Source: an optimization exercise on an open RTL-to-GDS flow (aim: small area). Production flows keep margins and buffers that such runs may drop. Function was checked by simulation only, so behaviour that the tests miss may differ from the original. The flow treats the clock pin as an ideal source. Dropping or thinning the clock tree relies on that and would not hold on a real chip. Power is estimated from default activity; no workload was simulated.

main:
Design top_bcd, start of the top module:
module top_bcd(
    input clk, rst, button,
    output [6:0] seg,
    output [3:0] an
);
For scale: roughly 140 cells after synthesis, about 14 I/O pins, roughly 0.0015 sq mm of cells after synthesis.
export LEC_CHECK = 0
export CAP_MARGIN = 20
export CORE_MARGIN = 2
export CORE_UTILIZATION = 40
export SLEW_MARGIN = 20
create_clock -name core_clock -period 100.0 [get_ports {clk}]
standard.sh (not shown) runs the stock make flow with config.mk's settings and CLKGATE_MAP_FILE= SYNTH_SCRIPT=/design/flow/synth_recipe.tcl, a recipe that flattens the netlist after the stock synthesis.
==> flow/flow/run.sh <==
#!/bin/bash
# Own layout flow: the standard ORFS flow (standard.sh) with these changes
#  - ABC maps the logic with an area-oriented script (flow/area.abc); the
#    rest of the synthesis, and so every register, is the standard flow's own
#  - input and output ports are buffered with buf_1
#  - the clock tree is a few clock buffers fed straight from the clock port,
#    each driving a cluster of registers (flow/kbuf.tcl, flow/pre_cts.tcl)
# settings come from flow/settings.sh. Each tool's output goes to standard.log
# in this folder; ORFS's own per-step logs are under orfs/logs.
set -uo pipefail
W=$PWD
F=$W/flow
export MY_FLOW_DIR=$F
MY_CLKBUF=sky130_fd_sc_hd__clkbuf_8
MY_NCLKBUF=3
EXTRA=()
[ -f $F/settings.sh ] && source $F/settings.sh
export MY_CLKBUF MY_NCLKBUF
{
  echo 'proc abc {args} {'
  echo '  set i [lsearch -exact $args -script]'
  echo "  if {\$i >= 0} { lset args [expr {\$i + 1}] $F/area.abc }"
  echo '  yosys abc {*}$args'
  echo '}'
  cat $W/synth_recipe.tcl
} > $W/my_synth.tcl
bash $W/standard.sh SYNTH_SCRIPT=$W/my_synth.tcl \
  "BUFFER_PORTS_ARGS=-buffer_cell sky130_fd_sc_hd__buf_1" \
  PRE_CTS_TCL=$F/pre_cts.tcl "${EXTRA[@]}" finish > $W/standard.log 2>&1
Other scripts of this flow, unchanged in this note and not shown: flow/flow/area.abc, flow/flow/kbuf.tcl, flow/flow/pre_cts.tcl, flow/flow/settings.sh
Input-level comparison between the feature branch and main:
Settings: CORE_UTILIZATION changed from 40 to 70; PLACE_DENSITY newly set to 0.8.
--- outcome ---
The feature branch -> main: worst setup skew after layout flat. [compare] base=main new=the feature branch: routed wire length has increased; top-level port count has remained practically unchanged. | part of the cycle the worst path needs | the feature branch vs main | ≈ equal |. Count of nets after finishing for the feature branch: 0.62% up relative to main. Taking main as the reference, in the feature branch combinational fraction of design power +0.5 points; first-pass GRT wire length rose about 9%; via count went up by 6.4%; fraction of synthesis flops using an asynchronous set or reset pin roughly the same; leakage power now larger.
No run of this note takes its clock network from TritonCTS; it comes from the design's own scripts or RTL.

Setup of beta:
The RTL this note starts from:
==> flow/design.v <==
module counter(
    input clk, rst,
    input freeze,
    output tick_1
);
    reg [6:0] s;
    assign tick_1 = ~s[6] & s[5] & s[4] & s[3] & s[2] & s[1] & s[0];
    wire jump = s[6] & ~s[5] & s[3] & ~s[2] & ~s[1] & s[0];
    wire fb = (~(s[6] ^ s[3]) ^ jump) | freeze;
    always @(posedge clk or posedge rst)
        if (rst) s <= 7'b0010011;
        else     s <= {s[5:0], fb};
endmodule
module bcd_digit(
    input clk, reset,
    input e,                 
    output reg [3:0] d,
    output nine
);
    wire a = e & d[0];
    assign nine = d[3] & d[0];    
    always @(posedge clk or posedge reset)
        if (reset) d <= 4'd9;
        else begin
            d[0] <= d[0] ^ e;
            d[1] <= d[1] ^ (a & ~d[3]);
            d[2] <= d[2] ^ (a & d[1]);
            d[3] <= a ? (~d[3] & d[1] & d[2]) : d[3];
        end
endmodule
module bcd(
    input wire clk,
    input wire reset,
    input wire button,
    output wire [15:0] d,
    output wire down
);
    reg [3:0] t;
    assign down = t[3] & t[2];
    wire tick_1;
    counter tick_gen(.clk(clk), .rst(reset), .freeze(tick_1 & ~down & button),
                     .tick_1(tick_1));
    wire n0, n1, n2;
    wire all9 = n0 & n1 & n2 & t[3] & t[0];
    wire inc = tick_1 & (down | (~button & ~all9));
    wire e1 = inc & n0;
    wire e2 = e1 & n1;
    wire e3 = e2 & n2;
    bcd_digit u0(.clk(clk), .reset(reset), .e(inc), .d(d[3:0]),  .nine(n0));
    bcd_digit u1(.clk(clk), .reset(reset), .e(e1),  .d(d[7:4]),  .nine(n1));
    bcd_digit u2(.clk(clk), .reset(reset), .e(e2),  .d(d[11:8]), .nine(n2));
    assign d[15:12] = t;
    always @(posedge clk or posedge reset)
        if (reset) t <= 4'b1100;
        else if (e3) t <= t + 4'd1;
endmodule
module top_bcd(
    input clk, rst, button,
    output [6:0] seg,
    output [3:0] an
);
    wire [15:0] d;
    wire down;
    bcd BC1(.clk(clk), .reset(rst), .button(button), .d(d), .down(down));
    reg [7:0] r;
    reg [1:0] scan;
    wire z = ~(r[1] | r[2] | r[3] | r[5] | r[6]);
    wire fb = r[7] ^ (r[0] | r[4] | z);
    wire wrap = r[7] & ~r[0] & ~r[4] & z;    
    always @(posedge clk or posedge rst)
        if (rst) begin
            r <= 8'd0;
            scan <= 2'd0;
        end else begin
            r <= {r[6:0], fb};
            scan[0] <= scan[0] ^ wrap;
            scan[1] <= scan[1] ^ (wrap & scan[0]);
        end
    assign an[0] = ~(~scan[1] & ~scan[0]);
    assign an[1] = ~(~scan[1] &  scan[0]);
    assign an[2] = ~( scan[1] & ~scan[0]);
    assign an[3] = ~( scan[1] &  scan[0]);
    wire [3:0] v = (d[3:0] | {4{an[0]}}) & (d[7:4] | {4{an[1]}})
                 & (d[11:8] | {4{an[2]}}) & (d[15:12] | {4{an[3]}});
    wire [3:0] x;
    assign x[0] = v[0] ^ down;
    assign x[1] = v[1] ^ (down & v[3] & v[2]);
    assign x[2] = down ? (v[2] ^ v[1]) & ~v[3] : v[2];
    assign x[3] = down ? ~(v[3] | v[2] | v[1]) : v[3];
    reg [6:0] s;
    always @(*)
        case (x)
            4'd1: s = 7'b1111001;
            4'd2: s = 7'b0100100;
            4'd3: s = 7'b0110000;
            4'd4: s = 7'b0011001;
            4'd5: s = 7'b0010010;
            4'd6: s = 7'b0000010;
            4'd7: s = 7'b1111000;
            4'd8: s = 7'b0000000;
            4'd9: s = 7'b0010000;
            4'd0: s = 7'b1000000;
            default: s = 7'bx;
        endcase
    assign seg = s;
endmodule
export LEC_CHECK = 0
export CAP_MARGIN = 20
export CORE_MARGIN = 2
export CORE_UTILIZATION = 40
export SLEW_MARGIN = 20
create_clock -name core_clock -period 100.0 [get_ports {clk}]
==> flow/flow/run.sh <==
#!/bin/bash
# Own layout flow: the standard ORFS flow (standard.sh) with these changes
#  - ABC maps the logic with each of a few area-oriented scripts
#    (flow/abc_scripts.txt) and the smallest result is kept (flow/abc_pick.tcl); the
#    rest of the synthesis, and so every register, is the standard flow's own
#  - input and output ports are buffered with buf_1
#  - the clock tree is a few clock buffers fed straight from the clock port,
#    each driving a cluster of registers (flow/kbuf.tcl, flow/pre_cts.tcl)
# settings come from flow/settings.sh. Each tool's output goes to standard.log
# in this folder; ORFS's own per-step logs are under orfs/logs.
set -uo pipefail
W=$PWD
F=$W/flow
export MY_FLOW_DIR=$F
MY_CLKBUF=sky130_fd_sc_hd__clkbuf_8
MY_NCLKBUF=2
MY_CLK_SLEW=0.080
EXTRA=()
[ -f $F/settings.sh ] && source $F/settings.sh
export MY_CLKBUF MY_NCLKBUF MY_CLK_SLEW
{
  echo "source $F/abc_pick.tcl"
  cat $W/synth_recipe.tcl
} > $W/my_synth.tcl
bash $W/standard.sh SYNTH_SCRIPT=$W/my_synth.tcl \
  "BUFFER_PORTS_ARGS=-buffer_cell sky130_fd_sc_hd__buf_1" \
  PRE_CTS_TCL=$F/pre_cts.tcl "${EXTRA[@]}" finish > $W/standard.log 2>&1
==> flow/flow/kbuf.tcl <==
proc kbuf_clock_tree {cell k} {
  set block [ord::get_db_block]
  set clk_net [$block findNet clk]
  set master [[ord::get_db] findMaster $cell]
  set pts {}
  foreach it [$clk_net getITerms] {
    set bb [[$it getInst] getBBox]
    lappend pts [list $it [expr {([$bb xMin] + [$bb xMax]) / 2}] [expr {([$bb yMin] + [$bb yMax]) / 2}]]
  }
  set pts [lsort -integer -index 1 $pts]
  set n [llength $pts]
  # initial centres: spread along x
  set cs {}
  for {set j 0} {$j < $k} {incr j} {
    set p [lindex $pts [expr {int(($j + 0.5) * $n / $k)}]]
    lappend cs [list [lindex $p 1] [lindex $p 2]]
  }
  for {set iter 0} {$iter < 20} {incr iter} {
    set groups {}
    for {set j 0} {$j < $k} {incr j} { lappend groups {} }
    foreach p $pts {
      set best 0; set bd 1e30
      for {set j 0} {$j < $k} {incr j} {
        set c [lindex $cs $j]
        set d [expr {abs([lindex $p 1] - [lindex $c 0]) + abs([lindex $p 2] - [lindex $c 1])}]
        if {$d < $bd} { set bd $d; set best $j }
      }
      lset groups $best [concat [lindex $groups $best] [list $p]]
    }
    set cs {}
    foreach g $groups {
      set sx 0; set sy 0
      foreach p $g { set sx [expr {$sx + [lindex $p 1]}]; set sy [expr {$sy + [lindex $p 2]}] }
      set m [llength $g]
      if {$m == 0} { set m 1 }
      lappend cs [list [expr {$sx / $m}] [expr {$sy / $m}]]
    }
  }
  set made {}
  for {set j 0} {$j < $k} {incr j} {
    set g [lindex $groups $j]
    if {[llength $g] == 0} { continue }
    set inst [odb::dbInst_create $block $master clkbuf_leaf_$j]
    set net [odb::dbNet_create $block clknet_leaf_$j]
    $net setSigType CLOCK
    foreach p $g {
      set it [lindex $p 0]
      $it disconnect
      $it connect $net
    }
    [$inst findITerm A] connect $clk_net
    [$inst findITerm X] connect $net
    set c [lindex $cs $j]
    $inst setLocation [lindex $c 0] [lindex $c 1]
    $inst setPlacementStatus PLACED
    lappend made [list $inst $net]
    puts "kbuf_clock_tree: $cell $j drives [llength $g] clock pins"
  }
  return $made
}

# Undo kbuf_clock_tree: reconnect the clock pins to the clock port's net and
# delete the buffers and their nets.
proc kbuf_undo {made} {
  set block [ord::get_db_block]
  set clk_net [$block findNet clk]
  foreach m $made {
    lassign $m inst net
    foreach it [$net getITerms] {
      if {[$it getInst] ne $inst} { $it disconnect; $it connect $clk_net }
    }
    odb::dbInst_destroy $inst
    odb::dbNet_destroy $net
  }
}

# Largest slew (ns) at a register clock pin, with placement parasitics.
proc kbuf_max_clk_slew {} {
  estimate_parasitics -placement
  set mx 0
  foreach p [get_pins -of_objects [get_nets clknet_leaf_*]] {
    if {[get_property $p direction] ne "input"} { continue }
    set s [get_property $p slew_max]
    if {$s > $mx} { set mx $s }
  }
  return $mx
}
==> flow/flow/pre_cts.tcl <==
# Replaces TritonCTS for this small design (see kbuf.tcl): the fewest
# buffers of $::env(MY_CLKBUF), from $::env(MY_NCLKBUF) up to 4, whose
# largest clock-pin slew with placement parasitics is at most
# $::env(MY_CLK_SLEW) ns.
source $::env(MY_FLOW_DIR)/kbuf.tcl
rename clock_tree_synthesis _tritoncts_unused
proc clock_tree_synthesis {args} {
  set_propagated_clock [all_clocks]
  for {set k $::env(MY_NCLKBUF)} {$k <= 4} {incr k} {
    set made [kbuf_clock_tree $::env(MY_CLKBUF) $k]
    set s [kbuf_max_clk_slew]
    puts "kbuf: $k buffers, largest clock-pin slew $s ns"
    if {$s <= $::env(MY_CLK_SLEW) || $k == 4} { break }
    kbuf_undo $made
  }
}
==> flow/flow/settings.sh <==
MY_CLKBUF=sky130_fd_sc_hd__clkbuf_8
MY_NCLKBUF=2
EXTRA=(ADDER_MAP_FILE=)
MY_CLK_SLEW=1.0
Other scripts of this flow, unchanged in this note and not shown: flow/flow/abc_pick.tcl, flow/flow/abc_scripts.txt
Inputs modified between beta and delta:
diff --git a/flow/flow/run.sh b/flow/flow/run.sh
--- a/flow/flow/run.sh
+++ b/flow/flow/run.sh
@@ -14,9 +14,8 @@
 export MY_FLOW_DIR=$F
 MY_CLKBUF=sky130_fd_sc_hd__clkbuf_8
-MY_NCLKBUF=2
-MY_CLK_SLEW=0.080
+MY_NCLKBUF=3
 EXTRA=()
 [ -f $F/settings.sh ] && source $F/settings.sh
-export MY_CLKBUF MY_NCLKBUF MY_CLK_SLEW
+export MY_CLKBUF MY_NCLKBUF
 {
   echo "source $F/abc_pick.tcl"
diff --git a/flow/flow/kbuf.tcl b/flow/flow/kbuf.tcl
--- a/flow/flow/kbuf.tcl
+++ b/flow/flow/kbuf.tcl
@@ -37,5 +37,4 @@
     }
   }
-  set made {}
   for {set j 0} {$j < $k} {incr j} {
     set g [lindex $groups $j]
@@ -54,34 +53,5 @@
     $inst setLocation [lindex $c 0] [lindex $c 1]
     $inst setPlacementStatus PLACED
-    lappend made [list $inst $net]
     puts "kbuf_clock_tree: $cell $j drives [llength $g] clock pins"
   }
-  return $made
 }
-
-# Undo kbuf_clock_tree: reconnect the clock pins to the clock port's net and
-# delete the buffers and their nets.
-proc kbuf_undo {made} {
-  set block [ord::get_db_block]
-  set clk_net [$block findNet clk]
-  foreach m $made {
-    lassign $m inst net
-    foreach it [$net getITerms] {
-      if {[$it getInst] ne $inst} { $it disconnect; $it connect $clk_net }
-    }
-    odb::dbInst_destroy $inst
-    odb::dbNet_destroy $net
-  }
-}
-
-# Largest slew (ns) at a register clock pin, with placement parasitics.
-proc kbuf_max_clk_slew {} {
-  estimate_parasitics -placement
-  set mx 0
-  foreach p [get_pins -of_objects [get_nets clknet_leaf_*]] {
-    if {[get_property $p direction] ne "input"} { continue }
-    set s [get_property $p slew_max]
-    if {$s > $mx} { set mx $s }
-  }
-  return $mx
-}
==> flow/flow/pre_cts.tcl <==
# Replaces TritonCTS for this small design: see kbuf.tcl.
source $::env(MY_FLOW_DIR)/kbuf.tcl
rename clock_tree_synthesis _tritoncts_unused
proc clock_tree_synthesis {args} {
  kbuf_clock_tree $::env(MY_CLKBUF) $::env(MY_NCLKBUF)
  set_propagated_clock [all_clocks]
}
==> flow/flow/settings.sh <==
MY_CLKBUF=sky130_fd_sc_hd__clkbuf_8
MY_NCLKBUF=2
EXTRA=(ADDER_MAP_FILE=)
==> summary.txt <==
delta against beta: number of different library cells in the post-synthesis netlist has remained practically unchanged; logic depth of the worst setup path including buffers now sits at about the same level; layout overhead on the synthesized area stayed essentially flat; number of nets at the end of the flow stayed essentially flat; sequential share of layout area now sits at about the same level. delta -> beta: cell area delta 0, exact match. The final layout from delta, which completed every stage, passed the timing, design-rule and antenna checks at the end of the flow. Relative contribution of the clock network to total power across delta and beta: no real change. Xor and xnor fraction of the mapped netlist area: delta vs beta identical.
No run of this note takes its clock network from TritonCTS; it comes from the design's own scripts or RTL.

==> afterwards: timing with drivers on the ports <==
How much do the figures lean on ideal ports? The routed layouts below were timed once more, with nothing changed but the port constraints.
Step 1 assumes that a clkbuf_16 drives the clock port and a buf_2 every other input.
Step 2 times the ports against the registers' clock, not the clock port: input delays grow and output delays shrink by t, the midpoint of the rising clock arrivals with the driver on.
Slacks: ideal ports / drivers / drivers and shift; pairs: ideal ports / drivers.
run | shift t [ns] | setup slack, ns | worst setup path after step 2 | slew at the worst register clock pin (ns)
main | 0.180 | 77.655 / 77.610 / 77.791 | register to output | 0.09 / 0.09
the feature branch | 0.183 | 77.654 / 77.607 / 77.790 | register to output | 0.09 / 0.09
beta | 0.188 | 77.535 / 77.500 / 77.688 | register to output | 0.12 / 0.12
delta | 0.188 | 77.535 / 77.500 / 77.688 | register to output | 0.12 / 0.12
After both steps setup and hold are still met in every run listed.
